Source: an optimization exercise on an open RTL-to-GDS flow (aim: small area, a short achievable clock period and few clock cycles). Production flows keep margins and buffers that such runs may drop.
At most, simulation tests tie the RTL to the original design; equivalence was not proved.
For runs 1 and 2, only the layout was checked, not whether the RTL still works.
No activity file was given, so power comes from the tool's default toggle rates.

## flow/run.sh

```bash
#!/bin/bash
# synth_recipe.tcl (not shown) runs the flow's synth.tcl, then flattens the netlist and writes it again
# the make line also repeats each setting of config.mk as NAME=value (left out here)
make -C /OpenROAD-flow-scripts/flow DESIGN_CONFIG=/design/flow/config.mk WORK_HOME=/design/flow/orfs CLKGATE_MAP_FILE= SYNTH_SCRIPT=/design/flow/synth_recipe.tcl finish
```

## flow/config.mk

```make
export PLATFORM = sky130hd
export DESIGN_NAME = Datapath
export DESIGN_NICKNAME = Datapath
export VERILOG_FILES = /design/flow/design.v
export SDC_FILE = /design/flow/constraint.sdc
export NUM_CORES = 4
export LEC_CHECK = 0
export ABC_AREA = 1
export CAP_MARGIN = 20
export CORE_MARGIN = 2
export CORE_UTILIZATION = 60
export SETUP_SLACK_MARGIN = 5
export SLEW_MARGIN = 20
```

## flow/constraint.sdc

```tcl
create_clock -name core_clock -period 10.0 [get_ports {clk}]
set_input_delay 2.0000 -clock core_clock [delete_from_list [all_inputs] [get_ports {clk}]]
set_output_delay 2.0000 -clock core_clock [all_outputs]
set_load 0.01 [all_outputs]
```

## flow/design.v

```verilog
module Datapath (input clk, rst,
                 input [23:0] imem_data,
                 input [23:0] dmem_rdata,
                 output [23:0] imem_addr,
                 output [23:0] dmem_addr,
                 output [23:0] dmem_wdata,
                 output dmem_we,
                 output halted
);
    reg [23:0] H, W, K, C, X, J, L, P, T, AC, MDR, MAR, PC;
    reg [4:0]  op;       
    reg [3:0]  dst;      
    reg [10:0] ihi;      
    reg [11:0] rsel;     
    reg [4:0]  mcnt;
    wire [4:0] f_op  = imem_data[4:0];
    wire [3:0] f_dst = imem_data[8:5];
    wire [3:0] f_src = imem_data[12:9];
    wire f_mv   = f_op == 5'd8;
    wire f_st   = f_op == 5'd5;
    wire f_opnd = (f_op == 5'd11) | (f_op == 5'd12) | (f_op == 5'd16) | (f_op == 5'd17);
    reg [11:0] f_rsel;
    always @(*) begin
        f_rsel = 12'd0;
        if (f_mv) begin
            case (f_src)
                4'd1:  f_rsel[0]  = 1'b1;
                4'd2:  f_rsel[1]  = 1'b1;
                4'd3:  f_rsel[2]  = 1'b1;
                4'd4:  f_rsel[3]  = 1'b1;
                4'd5:  f_rsel[4]  = 1'b1;
                4'd6:  f_rsel[5]  = 1'b1;
                4'd7:  f_rsel[6]  = 1'b1;
                4'd8:  f_rsel[7]  = 1'b1;
                4'd9:  f_rsel[8]  = 1'b1;
                4'd10: f_rsel[9]  = 1'b1;
                4'd12: f_rsel[10] = 1'b1;
                4'd14: f_rsel[11] = 1'b1;
                default: ;
            endcase
        end else if (f_opnd) begin
            case (f_dst[2:0])
                3'd2: f_rsel[1] = 1'b1;
                3'd3: f_rsel[2] = 1'b1;
                3'd1: f_rsel[8] = 1'b1;
                3'd5: f_rsel[4] = 1'b1;
                3'd6: f_rsel[5] = 1'b1;
                default: f_rsel[6] = 1'b1;
            endcase
        end else if (f_st) begin
            f_rsel[9] = 1'b1;
        end
    end
    wire is_halt  = ~op[4] & ~op[3] & ~op[0];
    wire is_ld    = op == 5'd3;
    wire is_st    = op == 5'd5;
    wire is_clac  = op == 5'd7;
    wire is_mv    = op == 5'd8;
    wire is_inc   = op == 5'd9;
    wire is_dec   = op == 5'd10;
    wire is_add   = op == 5'd11;
    wire is_sub   = op == 5'd12;
    wire is_div   = op == 5'd13;
    wire is_mul2  = op == 5'd14;
    wire is_mul4  = op == 5'd15;
    wire is_mul   = op[4] & ~op[2] & ~op[0];
    wire is_jmp   = op[4] & op[0];
    wire is_const = op[4] & op[2];
    wire [23:0] irword = {ihi, 4'd14, dst, 5'd8};    
    wire [23:0] rd = ({24{rsel[0]}}  & H)  | ({24{rsel[1]}}  & W)  | ({24{rsel[2]}}  & K) |
                     ({24{rsel[3]}}  & C)  | ({24{rsel[4]}}  & X)  | ({24{rsel[5]}}  & J) |
                     ({24{rsel[6]}}  & L)  | ({24{rsel[7]}}  & P)  | ({24{rsel[8]}}  & T) |
                     ({24{rsel[9]}}  & AC) | ({24{rsel[10]}} & MDR) | ({24{rsel[11]}} & irword);
    wire [23:0] wval = rd | ({24{is_const}} & imem_data) | ({24{is_ld}} & dmem_rdata);
    wire        wr   = is_mv | is_const;
    wire        sub   = is_sub | is_jmp | is_dec;
    wire [23:0] a_in  = is_mul ? {AC[22:0], 1'b0} : AC;
    wire [23:0] sum   = a_in + (rd ^ {24{sub}}) + {23'd0, is_inc | is_sub | is_jmp};
    wire [23:0] mmask = ~(24'hFFFFFE << mcnt) & {24{AC[23]}};
    wire        mlast = mcnt == 5'd23;
    wire taken = is_jmp & ~sum[23];
    wire stall = (is_mul & ~mlast) | is_halt;
    assign imem_addr  = PC;
    assign dmem_addr  = MAR;
    assign dmem_wdata = AC;
    assign dmem_we    = is_st;
    assign halted     = is_halt;
    always @(posedge clk) begin
        if (rst) begin
            PC   <= 24'd0;
            op   <= 5'd1;
            mcnt <= 5'd0;
        end else begin
            if (!stall) begin
                PC <= taken ? imem_data : PC + 24'd1;
                op <= (is_jmp | is_const) ? 5'd1 : f_op;
            end
            mcnt <= (is_mul & ~mlast) ? mcnt + 5'd1 : 5'd0;
        end
    end
    always @(posedge clk) begin
        ihi <= imem_data[23:13];
        if (!stall) begin
            dst  <= f_dst;
            rsel <= f_rsel;
        end
    end
    always @(posedge clk) begin
        if (wr && dst == 4'd1)  H <= wval;
        if (wr && dst == 4'd2)  W <= wval;
        if (wr && dst == 4'd3)  K <= wval;
        if (wr && dst == 4'd4)  C <= wval;
        if (wr && dst == 4'd5)  X <= wval;
        if (wr && dst == 4'd6)  J <= wval;
        if (wr && dst == 4'd7)  L <= wval;
        if (wr && dst == 4'd8)  P <= wval;
        if (wr && dst == 4'd9)  T <= wval;
        if (wr && dst == 4'd13) MAR <= wval;
        if ((wr && dst == 4'd12) || is_ld || is_st) MDR <= wval;
        if ((wr && dst == 4'd10) || is_ld)               AC <= wval;
        else if (is_clac)                                AC <= 24'd0;
        else if (is_inc | is_dec | is_add | is_sub)      AC <= sum;
        else if (is_div)                                 AC <= {4'd0, AC[23:4]};
        else if (is_mul2)                                AC <= {AC[22:0], 1'b0};
        else if (is_mul4)                                AC <= {AC[21:0], 2'b0};
        else if (is_mul)                                 AC <= (mmask & sum) | (~mmask & {AC[22:0], 1'b0});
    end
endmodule
```

==> flow_metrics.tcl, run 1 <==
set metrics [dict create \
    synthAdderAreaFrac_pct 2.15 \
    path_class "flip-flop to flip-flop" \
    crit_path_top_delay_cell "edfxtp_1" \
    io-pin-count 124 \
    clk_latency_ns 0.56 \
    synth_top_family_by_area "simple AND/OR/NAND/NOR gates" \
    arrival_ns 5.02 \
    reg2reg_slack_ns 5.28 \
    power.density_nw_per_um2 259 \
    grt_max_degree 41 \
    synth_warnings 1 \
    setup-tns-final_ns 0 \
    p_int_mw 3.17 \
    p_leak_nw 8.00 \
    startpoint_type "flip-flop" \
    drt-wirelength-per-cell_um 25.6 \
    max_cap_viol_count 0 \
    regArea_um2 10000 \
    fill_cells 2087 \
    initial_core_util_pct 61.0 \
    die_x_um 175 \
    ys_ff_latch 349 \
    cp.required_ns 10.31 \
    gp_congestion 1.04 \
    ys_seq_area_share_pct 57.1 \
    tightest_slew_ns 0.977 \
    h-tree-depth 2 \
    power_frac_clock_pct 25.7 \
    syn2layout_area_growth_pct 16.4 \
    synthMuxAreaShare_pct 0 \
    startpoint "rsel[9]$_DFFE_PN_" \
    switching_power_mw 2.12 \
    grt_pass1_wl_um 90600 \
    drive_gt1_share_pct 6.32 \
    fp.dieArea_um2 30600 \
    syn_nets 1967 \
    regToRegEndpoint "AC[16]$_DFFE_PP_" \
    ff2ff_path_depth 20 \
    setup_viol 0 \
    gr-usage-all-layers_pct 40.5 \
    grt-ovfl-total 0 \
    cp_cell_sequence "clkinvlp_4, o211ai_1, nor3_1, xor2_1, fa_1, fa_1, nand3_1, nand3_1, nand2_1, nand3_1, nand3_1, nand2_1, nand2_1, nand2_1, nand2_1, nand3_1, nand2_1, nand2_1, nand2_1, nand2_1" \
    clkTransAtPathRegs_ns 0.06 \
    max_freq_ghz 0.212 \
    cts_made_buffers 36 \
    place.port_buffers 123 \
    synthSimpleGateAreaFrac_pct 21.1 \
    clockBufferDepth 3 \
    ir_drop_mv 0.263 \
    finalPower_mw 5.29 \
    grt_pass1_vias 14700 \
    endpoint_kind "flip-flop" \
    crit_end "AC[16]$_DFFE_PP_" \
    synthesis.area_um2 17600 \
    finalHoldViolCount 0 \
    slowest_delay_ns 0.68 \
    p_comb_share_pct 37.5 \
    synth_compound_area_share_pct 11.3 \
    coreArea_um2 28800 \
    multi_input_area_um2 6560 \
    fin_crit_ns 4.72 \
    firstDrtPassIters 9 \
    via_per_inst 6.41 \
    synth_cell_type_count 52 \
    rows 62 \
    slew_headroom_pct 34.7 \
    antenna_found_initial 1 \
    drt-initial-drc-count 2545 \
    power_frac_seq_pct 36.8 \
    clock_sinks 349 \
    dp_hpwl_um 42600 \
    die_y_um 175 \
    switching_share_pct 40.0 \
    remaining_drc_errors 0 \
    status "timing/DRC/antenna clean" \
    worstPathMaxFanout 15 \
    whs_path_depth 1 \
    finClkSkew_ns 0.0238 \
    root_buffer "clkbuf_16" \
    synth_area_per_cell_um2 9.30 \
    crit_family "simple AND/OR/NAND/NOR gates" \
    routed_wl_um 62100 \
    synth-xor-area-share_pct 2.59 \
    crit_buf_inv 1 \
    fin_crit_sh_pct 47.2 \
    hold_start "mcnt[0]$_SDFF_PP0_" \
    crit_top_cell "nand2_1" \
    cts_tree "done" \
    r2r-start "rsel[9]$_DFFE_PN_" \
    final_nets 2092 \
    slew_viol_final 0 \
    fin_util_pct 71.0 \
    final_antenna_net_count 0 \
    rsz0062_at_grt "no" \
    hold_class "flip-flop to flip-flop" \
    synth_cells 1888 \
    via_count 15600 \
    cp.depth 20 \
]
## kinds of logic (layout without fill, tap and decap cells)
kind of cell | Yosys count | in the layout
AOI/OAI and AO/OA | 318 | 318
xor gates and xnor gates | 52 | 52
adders and majority gates | 29 | 29
buffers and inverters | 257 | 409
DFF | 349 | 349
other | 0 | 1
and+or+nand+nor | 883 | 883
## metal layers
layer  global-route usage, %  wire length [um]  vias up
li1                        -                 -     6773
met1                    53.6             22100     7233
met2                    62.5             27600     1315
met3                    11.1              8850      234
met4                    18.8              3490        0
met5                       0                 0        -
## metrics by stage
step / setup WS (ns) / hold slack (ns) / instances / cell area [um^2]
after floorplan: 6.59 / 0.417 / 1888 / 17600
after global placement: 5.50 / 0.428 / 2358 / 19200
after detailed placement: 5.34 / 0.471 / 2359 / 19300
after CTS: 5.31 / 0.478 / 2424 / 20400
after global routing: 5.09 / 0.503 / 2424 / 20400
final: 5.28 / 0.479 / 2425 / 20400
## synth_stat cells (all sizes together)
cell type,instances,area [um^2]
nand2,577,2180
edfxtp,304,9130
inv,187,704
nor2,121,474
a21oi,110,558
nand3,97,518
o21ai,87,435
clkbuf,50,188
xor2,49,429
nand4,46,288
dfxtp,45,901
a221oi,33,289
a22o,27,236
ha,27,338
nor3,27,145
a22oi,21,158
buf,17,113
o22ai,8,50.1
a211oi,6,45.0
o211ai,6,45.0
o21bai,6,45.0
a31oi,4,31.3
nor4,4,25.0
o2111ai,4,35.0
clkinv,3,11.3
nand3b,3,22.5
or2,3,18.8
xnor2,3,26.3
and2,2,12.5
fa,2,40.0
o32ai,2,17.5
or3,2,12.5
a21o,1,7.51
a221o,1,10.0
and3,1,6.26
o221ai,1,8.76
o31ai,1,7.51
## final cells by class
cell class | count | share of cell area, %
clock buffers | 43 | 4.64
well taps | 384 | 2.35
flip-flops and latches | 349 | 49.1
inverters | 190 | 3.52
clock inverters | 22 | 1.07
multi-input cells | 1282 | 32.1
repair buffers | 154 | 7.22
diodes | 1 | 0.0122
## worst min path at each step
| stage | end | slack [ns] |
|---|---|---|
| 6_report | mcnt[0]$_SDFF_PP0_ | 0.48 |
| 4_1_cts | mcnt[0]$_SDFF_PP0_ | 0.48 |
| 3_3_place_gp | mcnt[0]$_SDFF_PP0_ | 0.43 |
| 2_1_floorplan | mcnt[0]$_SDFF_PP0_ | 0.42 |
| 3_5_place_dp | mcnt[0]$_SDFF_PP0_ | 0.47 |
| 5_1_grt | mcnt[0]$_SDFF_PP0_ | 0.50 |
## power by group through the flow
stage                     logic, mW  clock network (mW)  registers [mW]
after detailed placement       1.90                   0            1.96
after global placement         1.88                   0            1.96
final                          1.98                1.36            1.95
after CTS                      1.91                1.36            1.94
after global routing           2.14                1.41            1.95
after floorplan                1.19                   0            1.93
## layout by cell type, fill, tap and decap left out, drive strengths merged, types with 31 or more instances in the layout
| cell | netlist | layout |
|---|---|---|
| nand2 | 577 | 577 |
| xor2 | 49 | 49 |
| nand4 | 46 | 46 |
| a21oi | 110 | 110 |
| o21ai | 87 | 87 |
| nand3 | 97 | 97 |
| nor2 | 121 | 121 |
| dfxtp | 45 | 45 |
| buf | 17 | 31 |
| a221oi | 33 | 33 |
| edfxtp | 304 | 304 |
| clkdlybuf4s50 | 0 | 123 |
| clkbuf | 50 | 43 |
| inv | 187 | 189 |
## timing repair
item / 4_1_cts / 5_1_grt
endpoints found under the setup margin: 0 / 2
buffers inserted: 0 / 0
resized for setup: 0 / 1
hold buffers: 0 / 0
==> run 2: changes to the inputs <==
==> flow/config.mk (replaced) <==
export PLATFORM = sky130hd
export DESIGN_NAME = Datapath
export DESIGN_NICKNAME = Datapath
export VERILOG_FILES = /design/flow/design.v
export SDC_FILE = /design/flow/constraint.sdc
export NUM_CORES = 4
export LEC_CHECK = 0
export CAP_MARGIN = 20
export CORE_MARGIN = 2
export CORE_UTILIZATION = 40
export SLEW_MARGIN = 20
==> run 2 against run 1 <==
Still clean. Via count shrank 18%. Synthesized cell count is 27% lower. Area after synthesis fell by 6.4%. Hold slack got worse by 0.012 ns. Largest power group is now sequential cells. Highest routed layer is now met5.
==> flow_metrics.tcl, run 2 <==
set metrics [dict create \
    status "timing/DRC/antenna clean" \
    syn_nets 1460 \
    power_frac_clock_pct 28.3 \
    initial_core_util_pct 40.4 \
    fin_crit_ns 4.97 \
    final_nets 1578 \
    finalHoldViolCount 0 \
    synthMostInstantiatedCell "edfxtp_1" \
    finClkSkew_ns 0.0213 \
    dp_hpwl_um 37500 \
    drt-wirelength-per-cell_um 27.0 \
    clkTransAtPathRegs_ns 0.06 \
    remaining_drc_errors 0 \
    cp.required_ns 10.32 \
    setup-tns-final_ns 0 \
    hold_class "flip-flop to flip-flop" \
    ir_drop_mv 0.132 \
    startpoint_type "flip-flop" \
    cts_made_buffers 39 \
    antenna_found_initial 2 \
    reg2reg_slack_ns 5.03 \
    slew_headroom_pct 32.6 \
    rsz0062_at_grt "no" \
    synthFlopType "edfxtp_1" \
    grt_pass1_wl_um 80700 \
    routed_wl_um 55800 \
    synth_edf_count 304 \
    io-pin-count 124 \
    power.density_nw_per_um2 261 \
    synth_common_cells "edfxtp_1 (304), nand2_1 (162), a21oi_1 (87), clkbuf_1 (68), a221oi_1 (65)" \
    rows 74 \
    post_cts_buffers 0 \
    ctsHoldBuffers 0 \
    clockBufferDepth 3 \
    synth_cell_type_count 65 \
    fin_util_pct 48.2 \
    root_buffer "clkbuf_16" \
    via_count 12700 \
    final_antenna_net_count 0 \
    fp.dieArea_um2 42700 \
    synth_area_per_cell_um2 11.9 \
    gp_congestion 0.930 \
    syn2layout_area_growth_pct 19.4 \
    max_cap_viol_count 0 \
    grt_max_degree 48 \
    p_leak_nw 6.57 \
    drive_gt1_share_pct 8.30 \
    endpoint_kind "flip-flop" \
    synthesis.area_um2 16400 \
    layout_common_cells "edfxtp_1 (304), nand2_1 (161), clkdlybuf4s50_1 (123), a21oi_1 (87), a221oi_1 (65)" \
    grt-ovfl-total 0 \
    via_per_inst 6.16 \
    path_class "flip-flop to flip-flop" \
    cts_resized 0 \
    dp.cells 1990 \
    synth_cells 1381 \
    drt-initial-drc-count 1628 \
    worstPathMaxFanout 47 \
    die_y_um 207 \
    synth_warnings 1 \
    h-tree-depth 2 \
    slew_viol_final 0 \
    yosysTopAreaCellShare_pct 55.5 \
    switching_share_pct 35.7 \
    netlist_top_cells_area "edfxtp_1 (56%), dfxtp_1 (5.5%), nand2_1 (3.7%)" \
    ys_seq_area_share_pct 61.0 \
    grt_pass1_vias 11900 \
    clock_sinks 349 \
    max_freq_ghz 0.201 \
    fin_crit_sh_pct 49.7 \
    arrival_ns 5.29 \
    place.port_buffers 123 \
    async_flop_share_pct 0 \
    power_frac_seq_pct 38.5 \
    p_comb_share_pct 33.2 \
    ys_ff_latch 349 \
    synth_area_leader_cell "edfxtp_1" \
    layout_commonest_cell "edfxtp_1" \
    switching_power_mw 1.83 \
    final_cells 2063 \
    cts_tree "done" \
    coreArea_um2 40700 \
    finalPower_mw 5.13 \
    die_x_um 207 \
    setup_viol 0 \
    firstDrtPassIters 5 \
    clk_latency_ns 0.57 \
    gr-usage-all-layers_pct 26.1 \
    p_int_mw 3.30 \
    tightest_slew_ns 1.01 \
]
## run 2: layout make-up
type                            count  area, um^2
Timing Repair Buffer              159        1500
Multi-Input combinational cell    924        6050
Antenna cell                        1        2.50
Sequential cell                   349       10000
Inverter                           26        97.6
Clock buffer                       45        1010
Tap cell                          532         666
Clock inverter                     27         283
Fill cell                        3660       21100
## run 2: power by group through the flow
stage          clock, mW  sequential (mW)  combinational, mW
2_1_floorplan          0             1.94               1.08
3_3_place_gp           0             2.00               1.66
3_5_place_dp           0             2.00               1.66
4_1_cts             1.47             1.97               1.67
5_1_grt             1.53             1.99               1.85
6_report            1.45             1.98               1.70
## run 2: path summary, 6_finish.rpt
check | startpoint | end | cells past startpoint
setup / recovery | op[1]$_SDFFE_PP0N_ | AC[22]$_DFFE_PP_ | 16
hold / removal | mcnt[0]$_SDFF_PP0_ | mcnt[0]$_SDFF_PP0_ | 1
setup reg to reg | op[1]$_SDFFE_PP0N_ | AC[22]$_DFFE_PP_ | 16
hold reg to reg | mcnt[0]$_SDFF_PP0_ | mcnt[0]$_SDFF_PP0_ | 1
## run 2: cell families (layout without fill, tap and decap cells)
kind of cell | Yosys count | in the layout | share of synthesized area (%)
AOI/OAI and AO/OA | 426 | 426 | 18.8
and+or+nand+nor | 386 | 386 | 10.7
DFF | 349 | 349 | 61.0
buffers and inverters | 108 | 257 | 2.54
xor gates and xnor gates | 64 | 64 | 3.41
adders and majority gates | 29 | 29 | 2.30
muxes | 19 | 19 | 1.20
other | 0 | 1 | 0
## run 2: through the flow
step / worst slack (ns) / hold WS [ns] / area, um^2
2_1_floorplan: 5.66 / 0.430 / 16400
3_3_place_gp: 5.19 / 0.460 / 18300
3_5_place_dp: 5.13 / 0.471 / 18300
4_1_cts: 5.12 / 0.482 / 19600
5_1_grt: 4.77 / 0.503 / 19600
6_report: 5.03 / 0.467 / 19600
## run 2: worst max-delay path, stage by stage, from the launching register on
cell	delay, ns
dfxtp_2	0.31
buf_4	0.44
xor2_1	0.21
a31oi_4	0.20
buf_4	0.39
xnor2_1	0.17
fa_1	0.46
fa_1	0.46
a21o_1	0.19
a21oi_1	0.27
o21ai_0	0.23
a21oi_1	0.31
a21oi_1	0.18
a211o_1	0.29
a21oi_1	0.17
xnor2_1	0.09
a221o_1	0.31
## run 2: metal layers
layer / part of all wire, % / global-route usage (%) / up-vias
li1: - / - / 5641
met1: 42 / 37.1 / 6295
met2: 45 / 39.5 / 663
met3: 9.4 / 5.12 / 97
met4: 3.4 / 9.70 / 2
met5: 0.034 / 0 / -
==> run 3: changes to the inputs <==
==> flow/design.v (replaced) <==
module Datapath (input clk, rst,
                 input [23:0] imem_data,
                 input [23:0] dmem_rdata,
                 output [23:0] imem_addr,
                 output [23:0] dmem_addr,
                 output [23:0] dmem_wdata,
                 output dmem_we,
                 output halted
);
    reg [23:0] H, W, K, C, X, J, L, P, T, AC, MDR, MAR, PC, IR;
    reg [4:0]  mcnt;
    wire [4:0] op  = IR[4:0];
    wire [3:0] dst = IR[8:5];
    wire [3:0] src = IR[12:9];
    wire is_halt  = ~op[4] & ~op[3] & ~op[0];
    wire is_ld    = op == 5'd3;
    wire is_st    = op == 5'd5;
    wire is_clac  = op == 5'd7;
    wire is_mv    = op == 5'd8;
    wire is_inc   = op == 5'd9;
    wire is_dec   = op == 5'd10;
    wire is_add   = op == 5'd11;
    wire is_sub   = op == 5'd12;
    wire is_div   = op == 5'd13;
    wire is_mul2  = op == 5'd14;
    wire is_mul4  = op == 5'd15;
    wire is_mul   = op[4] & ~op[2] & ~op[0];
    wire is_jmp   = op[4] & op[0];
    wire is_const = op[4] & op[2];
    reg [23:0] opnd;
    always @(*) begin
        case (dst[2:0])
            3'd2: opnd = W;
            3'd3: opnd = K;
            3'd1: opnd = T;
            3'd5: opnd = X;
            3'd6: opnd = J;
            default: opnd = L;
        endcase
    end
    reg [23:0] srcv;
    always @(*) begin
        case (src)
            4'd1:  srcv = H;
            4'd2:  srcv = W;
            4'd3:  srcv = K;
            4'd4:  srcv = C;
            4'd5:  srcv = X;
            4'd6:  srcv = J;
            4'd7:  srcv = L;
            4'd8:  srcv = P;
            4'd9:  srcv = T;
            4'd10: srcv = AC;
            4'd12: srcv = MDR;
            default: srcv = IR;
        endcase
    end
    wire        wr   = is_mv | is_const;
    wire [23:0] wval = is_const ? imem_data : srcv;
    wire        sub   = is_sub | is_jmp | is_dec;
    wire [23:0] a_in  = is_mul ? {AC[22:0], 1'b0} : AC;
    wire [23:0] b_in  = (is_inc | is_dec) ? 24'd0 : opnd;
    wire [23:0] sum   = a_in + (b_in ^ {24{sub}}) + {23'd0, is_inc | is_sub | is_jmp};
    wire [23:0] mmask = ~(24'hFFFFFE << mcnt);
    wire        mlast = mcnt == 5'd23;
    wire [23:0] mstep = (mmask & {24{AC[23]}} & sum) | (~(mmask & {24{AC[23]}}) & {AC[22:0], 1'b0});
    wire taken = is_jmp & ~sum[23];
    wire stall = (is_mul & ~mlast) | is_halt;
    assign imem_addr  = PC;
    assign dmem_addr  = MAR;
    assign dmem_wdata = AC;
    assign dmem_we    = is_st;
    assign halted     = is_halt;
    always @(posedge clk) begin
        if (rst) begin
            PC   <= 24'd0;
            IR   <= 24'd1;
            mcnt <= 5'd0;
        end else begin
            if (!stall) PC <= taken ? imem_data : PC + 24'd1;
            if (!stall) IR <= (is_jmp | is_const) ? 24'd1 : imem_data;
            mcnt <= (is_mul & ~mlast) ? mcnt + 5'd1 : 5'd0;
        end
    end
    always @(posedge clk) begin
        if (wr && dst == 4'd1)  H <= wval;
        if (wr && dst == 4'd2)  W <= wval;
        if (wr && dst == 4'd3)  K <= wval;
        if (wr && dst == 4'd4)  C <= wval;
        if (wr && dst == 4'd5)  X <= wval;
        if (wr && dst == 4'd6)  J <= wval;
        if (wr && dst == 4'd7)  L <= wval;
        if (wr && dst == 4'd8)  P <= wval;
        if (wr && dst == 4'd9)  T <= wval;
        if (wr && dst == 4'd13) MAR <= wval;
        if (wr && dst == 4'd12) MDR <= wval;
        else if (is_ld)         MDR <= dmem_rdata;
        else if (is_st)         MDR <= AC;
        if (wr && dst == 4'd10)                          AC <= wval;
        else if (is_ld)                                  AC <= dmem_rdata;
        else if (is_clac)                                AC <= 24'd0;
        else if (is_inc | is_dec | is_add | is_sub)      AC <= sum;
        else if (is_div)                                 AC <= {4'd0, AC[23:4]};
        else if (is_mul2)                                AC <= {AC[22:0], 1'b0};
        else if (is_mul4)                                AC <= {AC[21:0], 2'b0};
        else if (is_mul)                                 AC <= mstep;
    end
endmodule
==> run 3 against run 2 <==
Synthesized cell count rose by 26%. Clock power barely moved. Global-route usage rose by 5.2 points. Non-clock buffer count rose by 22. Critical path depth fell by 1. Setup slack got worse by 1.2 ns. Area after synthesis rose by 12%. Sequential share of layout area fell by 6.3 points.
==> flow_metrics.tcl, run 3 <==
set metrics [dict create \
    design_area_um2 21700 \
    slew_headroom_pct 19.9 \
    ys_ff_latch 341 \
    max_cap_viol_count 0 \
    cts_resized 0 \
    power_frac_seq_pct 37.5 \
    final_antenna_net_count 0 \
    fin_util_pct 47.8 \
    synthFlopType "edfxtp_1" \
    status "timing/DRC/antenna clean" \
    switching_power_mw 1.92 \
    grt_max_degree 63 \
    setup_viol 0 \
    rows 78 \
    yosysTopAreaCellShare_pct 47.1 \
    cts_made_buffers 40 \
    n_antenna_cell 0 \
    arrival_ns 6.63 \
    timing.final.ws_setup_ns 3.85 \
    endpoint_kind "flip-flop" \
    place.port_buffers 123 \
    layout_common_cells "edfxtp_1 (288), nand2_1 (165), clkdlybuf4s50_1 (122), a21oi_1 (120), o21ai_0 (113)" \
    synth_warnings 1 \
    synth_cells 1745 \
    hold_ws_ns 0.456 \
    clockBufferDepth 3 \
    ir_drop_mv 0.121 \
    power_frac_clock_pct 28.5 \
    slew_viol_final 0 \
    layout_commonest_cell "edfxtp_1" \
    synthMostInstantiatedCell "edfxtp_1" \
    netlist_top_cells_area "edfxtp_1 (47%), dfxtp_1 (5.8%), a221oi_1 (3.4%)" \
    remaining_drc_errors 0 \
    via_per_inst 6.69 \
    h-tree-depth 2 \
    synth_area_per_cell_um2 10.5 \
    synthesis.area_um2 18400 \
    finalHoldViolCount 0 \
    coreArea_um2 45400 \
    root_buffer "clkbuf_16" \
    die_y_um 218 \
    drt-wirelength-per-cell_um 30.6 \
    gp_congestion 0.978 \
    synth_common_cells "edfxtp_1 (288), nand2_1 (165), a21oi_1 (121), clkbuf_1 (113), o21ai_0 (113)" \
    p_comb_share_pct 34.0 \
    syn_nets 1824 \
    fill_cells 4158 \
    hold_class "flip-flop to flip-flop" \
    clock_sinks 341 \
    clk_latency_ns 0.59 \
    initial_core_util_pct 40.5 \
    post_cts_buffers 0 \
    via_count 16500 \
    die_x_um 218 \
    p_int_mw 3.18 \
    grt_pass1_wl_um 109000 \
    cts_tree "done" \
    synth_edf_count 288 \
    firstDrtPassIters 6 \
    dp_hpwl_um 50600 \
    io-pin-count 124 \
    antenna_found_initial 7 \
    dp_slack_ns 3.98 \
    finClkSkew_ns 0.0347 \
    worstPathMaxFanout 38 \
    synth_area_leader_cell "edfxtp_1" \
    fin_crit_sh_pct 61.5 \
    startpoint_type "flip-flop" \
    final_nets 1911 \
    routed_wl_um 75500 \
    ctsHoldBuffers 0 \
    syn2layout_area_growth_pct 18.1 \
    ys_seq_area_share_pct 52.8 \
    tightest_slew_ns 1.20 \
    cp.required_ns 10.47 \
    gr-usage-all-layers_pct 31.3 \
    synth_cell_type_count 70 \
    drive_gt1_share_pct 10.6 \
    p_leak_nw 7.43 \
    fp.dieArea_um2 47700 \
    dpl_cell_area_um2 20400 \
    grt_pass1_vias 15800 \
    setup-tns-final_ns 0 \
    finalPower_mw 5.11 \
    path_class "flip-flop to flip-flop" \
    switching_share_pct 37.7 \
    power.density_nw_per_um2 235 \
    clkTransAtPathRegs_ns 0.06 \
    async_flop_share_pct 0 \
    dp.cells 2389 \
    fin_crit_ns 6.15 \
    max_freq_ghz 0.163 \
    rsz0062_at_grt "no" \
    final_cells 2464 \
    drt-initial-drc-count 2362 \
    grt-ovfl-total 0 \
]
-- run 3: cell count changes after synthesis, sizes merged, moves of 26 or more --
cell | previous run | this run
o21ai | 62 | 116
clkbuf | 68 | 113
a22oi | 27 | 66
mux2 | 3 | 40
a21oi | 87 | 121
nor2 | 63 | 96
o221ai | 3 | 32
o22ai | 5 | 32
xnor2 | 46 | 20
-- run 3: final timing paths --
| path | slack (ns) | cells after the start | startpoint | endpoint |
|---|---|---|---|---|
| worst max-delay path | 3.85 | 15 | IR[5]$_SDFFE_PP0N_ | PC[23]$_SDFFE_PP0N_ |
| worst min-delay path | 0.46 | 2 | IR[21]$_SDFFE_PP0N_ | IR[21]$_SDFFE_PP0N_ |
| worst max register to register | 3.85 | 15 | IR[5]$_SDFFE_PP0N_ | PC[23]$_SDFFE_PP0N_ |
| worst min register to register | 0.46 | 2 | IR[21]$_SDFFE_PP0N_ | IR[21]$_SDFFE_PP0N_ |
-- run 3: layout make-up --
type / instances / area, um^2 / area share (%)
clock inverters: 24 / 181 / 0.836
clock buffers: 50 / 1090 / 5.03
well taps: 600 / 751 / 3.46
inverters: 40 / 150 / 0.692
multi-input cells: 1228 / 8160 / 37.6
repair buffers: 181 / 1670 / 7.69
flip-flops and latches: 341 / 9710 / 44.7
-- run 3: cells by family (layout without fill, tap and decap cells) --
kind of cell    count (synthesis)  in the layout  share of synthesized area [%]
buf+inv                       176            295                           3.69
simple gates                  475            475                           12.4
flops                         341            341                           52.8
mux                            69             69                           4.03
fa+ha+maj                      30             30                           2.11
xor+xnor                       46             46                           2.19
compound gates                608            608                           22.7
-- run 3: critical path, cell delays in order (launching register included) --
cell and delay, ns:
dfxtp_2 0.69, buf_4 0.58, inv_1 0.32, nand2_1 0.66, o221ai_1 0.24, a21oi_1 0.20
xnor2_1 0.09, ha_1 0.53, nand4_1 0.24, nor3_1 0.23, nand2_1 0.16, o211a_1 0.31
o21ai_0 0.28, nand3_1 0.79, and3_1 0.49, nor4_1 0.21
-- run 3: power groups by stage --
stage               clock network, mW  logic (mW)  registers (mW)
detailed placement                  0        1.69            1.94
floorplan                           0        1.04            1.87
global route                     1.51        1.85            1.92
CTS                              1.46        1.70            1.91
global placement                    0        1.68            1.94
finish                           1.45        1.74            1.92
-- run 3: routing by layer --
layer	share of wire (%)	track usage (%)
met1	39	41.6
met5	0.034	0
met2	44	47.3
met3	10	6.24
met4	6.6	18.4
Testbench counts of run 3, summed over its fixed seeds: cycles 104,856.

-- re-timing with driven ports --
The results above use ideal ports. As a check the final layouts listed here were re-extracted and re-timed, cells and wires unchanged. Step 1 sets driving cells, clkbuf_16 on the clock port and buf_2 on the other inputs (assumed; they add their load-dependent delay and slew). Step 2 adds t to the input delays and takes it off the output delays; t is the mean of the earliest and latest rising clock arrival at the registers after step 1. Input paths then give back, and output paths get back, about the clock's delay inside the block. a / b / c = ideal / step 1 / step 2; a / b = the first two.
| run | t, ns | setup slack, ns | slew at the worst register clock pin (ns) | worst data-port slew with drivers (ns) |
|---|---|---|---|---|
| run 1 | 0.607 | 5.284 / 5.284 / 5.284 | 0.07 / 0.07 | 0.06 |
| run 2 | 0.619 | 5.031 / 5.031 / 5.031 | 0.06 / 0.06 | 0.06 |
| run 3 | 0.629 | 3.847 / 3.847 / 3.847 | 0.07 / 0.07 | 0.05 |
After both steps every run listed still meets setup and hold.
